From an optimization exercise on the open Yosys and OpenROAD flow, aimed at a short achievable clock period and few clock cycles; shortcuts taken in it are not production practice. Function was checked by simulation only, so behaviour that the tests miss may differ from the original.

Design y86_64_top, start of the top module:
module y86_64_top
(
    input  wire         clk,
    input  wire         rst_n,           
    output wire [63:0]  imem_addr,       
    input  wire [79:0]  imem_data,       
    output wire [63:0]  dmem_addr,       
    input  wire [63:0]  dmem_rdata,      
    output wire [63:0]  dmem_wdata,      
    output wire         dmem_we,         
    output wire [3:0]   stat             
);
Settings: LEC_CHECK=0, ABC_CLOCK_PERIOD_IN_PS=3500, CAP_MARGIN=20, CORE_MARGIN=2, CORE_UTILIZATION=40, PLACE_DENSITY=0.6, SLEW_MARGIN=20; clock period 10.0 ns.
standard.sh (not shown) runs the stock make flow with config.mk's settings and CLKGATE_MAP_FILE= SYNTH_SCRIPT=/design/flow/synth_recipe.tcl, a recipe that flattens the netlist after the stock synthesis.
==> flow/flow/run.sh <==
#!/bin/bash
# The standard layout, with these changes to how it is made:
set -euo pipefail
MARGIN=${MARGIN:-6.5}
bash standard.sh SETUP_SLACK_MARGIN=$MARGIN \
    'BUFFER_PORTS_ARGS=-buffer_cell sky130_fd_sc_hd__buf_4' \
    MATCH_CELL_FOOTPRINT=0 \
    finish > standard_make.log 2>&1
Testbench counts at the start, summed over its fixed seeds: cycles 120,098.
Edit:
--- a/flow/design.v
+++ b/flow/design.v
@@ -54,49 +54,49 @@
     wire zf = cc[2];
     wire sf = cc[1];
     wire of = cc[0];
     assign Cnd = (ifun == 4'h0) |
                  (ifun == 4'h1) & ((sf ^ of) | zf) |
                  (ifun == 4'h2) & (sf ^ of) |
                  (ifun == 4'h3) & zf |
                  (ifun == 4'h4) & ~zf |
                  (ifun == 4'h5) & ~(sf ^ of) |
                  (ifun == 4'h6) & ~(sf ^ of) & ~zf;
 endmodule
 `timescale 1ns / 1ps
-module registerFile(clock, reset, selA, selB, valA, valB, weE, valE, weM, valM);
+module registerFile(clock, reset, selA, selB, valA, valB, dstE, valE, dstM, valM);
     input         clock;
     input         reset;       
     input  [14:0] selA;
     input  [14:0] selB;
     output [63:0] valA;
     output [63:0] valB;
-    input  [14:0] weE;
+    input  [3:0]  dstE;
     input  [63:0] valE;
-    input  [14:0] weM;
+    input  [3:0]  dstM;
     input  [63:0] valM;
     wire [64*16-1:0] accA;
     wire [64*16-1:0] accB;
     assign accA[63:0] = 64'd0;
     assign accB[63:0] = 64'd0;
     genvar g;
     generate
         for (g = 0; g < 15; g = g + 1) begin : gr
             reg [63:0] q;
             always @(posedge clock) begin
                 if (!reset)
                     q <= (g == 4) ? 64'd8 : 64'd0;
-                else if (weM[g])
+                else if (dstM == g)
                     q <= valM;
-                else if (weE[g])
+                else if (dstE == g)
                     q <= valE;
             end
             assign accA[64*(g+1) +: 64] = accA[64*g +: 64] | ({64{selA[g]}} & q);
             assign accB[64*(g+1) +: 64] = accB[64*g +: 64] | ({64{selB[g]}} & q);
         end
     endgenerate
     assign valA = accA[64*15 +: 64];
     assign valB = accB[64*15 +: 64];
 endmodule
 `timescale 1ns / 1ps
 module y86_64
 (
@@ -176,26 +176,26 @@
 reg  [3:0]   E_dstM;
 reg  [13:0]  E_valP;
 reg  [13:0]  E_target;
 reg  [13:0]  E_retpred;
 reg          E_jxx;
 reg          E_taken;
 reg          E_resolved;
 reg          M_valid;
 reg  [63:0]  M_valE;
 reg  [12:0]  M_addr;
 reg          M_we;
 reg  [63:0]  M_wdata;
-reg  [14:0]  M_weE;         
-reg  [14:0]  M_weM;
+reg  [3:0]   M_dstE;
+reg  [3:0]   M_dstM;
 reg          M_ret;
 reg  [13:0]  M_retpred;
 reg          R_mis;
 reg  [13:0]  R_tgt;         
 reg  [2:0]   CC_old;        
 reg          CC_upd;        
 reg          P_pend;        
 reg  [3:0]   P_stat;
 reg  [2:0]   CC;            
 reg  [3:0]   S_stat;
 wire         done = S_stat != SAOK;
 assign stat       = S_stat;
@@ -453,34 +453,32 @@
             ({64{D_k_down}} & 64'hFFFF_FFFF_FFFF_FFF8) |
             ({64{D_k_up}} & 64'd8)) ^ d_inv;
     E_b <= d_fwdB_e ? e_valE : d_valB;
     E_d <= D_call ? {50'd0, D_valP} : d_fwdA_e ? e_valE : d_valA;
     E_valP    <= {D_valP > FETCH_MAX, D_valP[12:0]};
     E_target  <= D_target;
     E_taken   <= D_taken;
     E_retpred <= D_retpred;
 end
 always @(posedge clk) begin
     if (!rst || redir_M) begin
         M_valid <= 1'b0;
-        M_weE   <= 15'd0;
-        M_weM   <= 15'd0;
+        M_dstE  <= RNONE;
+        M_dstM  <= RNONE;
         M_we    <= 1'b0;
         M_ret   <= 1'b0;
     end else begin
         M_valid <= E_valid;
-        for (k = 0; k < 15; k = k + 1) begin
-            M_weE[k] <= e_dstE == k;
-            M_weM[k] <= e_dstM == k;
-        end
+        M_dstE  <= e_dstE;
+        M_dstM  <= e_dstM;
         M_we    <= E_valid && e_store && E_stat == SAOK && e_addr_ok && !done && !P_pend;
         M_ret   <= E_valid && E_icode == IRET && E_stat == SAOK;
     end
 end
 always @(posedge clk) begin
     M_valE    <= e_valE;
     M_addr    <= e_addr;
     M_wdata   <= e_wdata;
     M_retpred <= E_retpred;
 end
 wire        cc_en = E_valid && E_icode == IOPQ && E_stat == SAOK && !redir_M;
 always @(posedge clk) begin
@@ -494,27 +492,27 @@
 end
 always @(posedge clk) begin
     CC_old <= CC;
     CC_upd <= cc_en;
 end
 registerFile rf(
     .clock(clk),
     .reset(rst),
     .selA(D_selA),
     .selB(D_selB),
     .valA(rf_valA),
     .valB(rf_valB),
-    .weE(M_weE & {15{!R_mis}}),
+    .dstE(R_mis ? RNONE : M_dstE),
     .valE(M_valE),
-    .weM(M_weM & {15{!R_mis}}),
+    .dstM(R_mis ? RNONE : M_dstM),
     .valM(data_din)
 );
 endmodule
 `timescale 1ns / 1ps
 module y86_64_top
 (
     input  wire         clk,
     input  wire         rst_n,           
     output wire [63:0]  imem_addr,       
     input  wire [79:0]  imem_data,       
     output wire [63:0]  dmem_addr,       
     input  wire [63:0]  dmem_rdata,      
Outcome: The changed run produced a clean layout. Die area falls by 3.1%. Worst setup slack improved by 0.19 ns. Hold slack improved by 0.015 ns. Synthesized area falls by 3.1%. Non-clock buffer count rises by 23. First-iteration DRC count falls by 7.7%. Final area falls by 1.4%.
Testbench counts after the change, summed over its fixed seeds: cycles 120,098.

-- re-timing with driven ports --
In the flow no input, the clock included, has a driving cell. The finished layouts below were timed again as built, in two steps.
Step 1, drivers: a clkbuf_16 drives clk and a buf_2 each remaining input, both assumed.
Step 2 moves the port delays by t, midway between the first and last clock arrival at a register: inputs arrive t later, outputs are due t later. That takes back most of the time a late clock gives input paths.
a / b / c = ideal ports / drivers / drivers and shift; a / b = the first two.
run	t (ns)	slack for setup (ns)	hold WS [ns]
the first run	0.972	5.996 / 5.996 / 5.271	0.310 / 0.310 / 0.310
the second run	0.964	6.186 / 6.186 / 5.443	0.325 / 0.325 / 0.325
After both steps setup and hold are still met in every run listed. For the second run, which loses most, drivers alone change the setup slack by 0.000 ns; drivers and shift together by -0.743 ns.
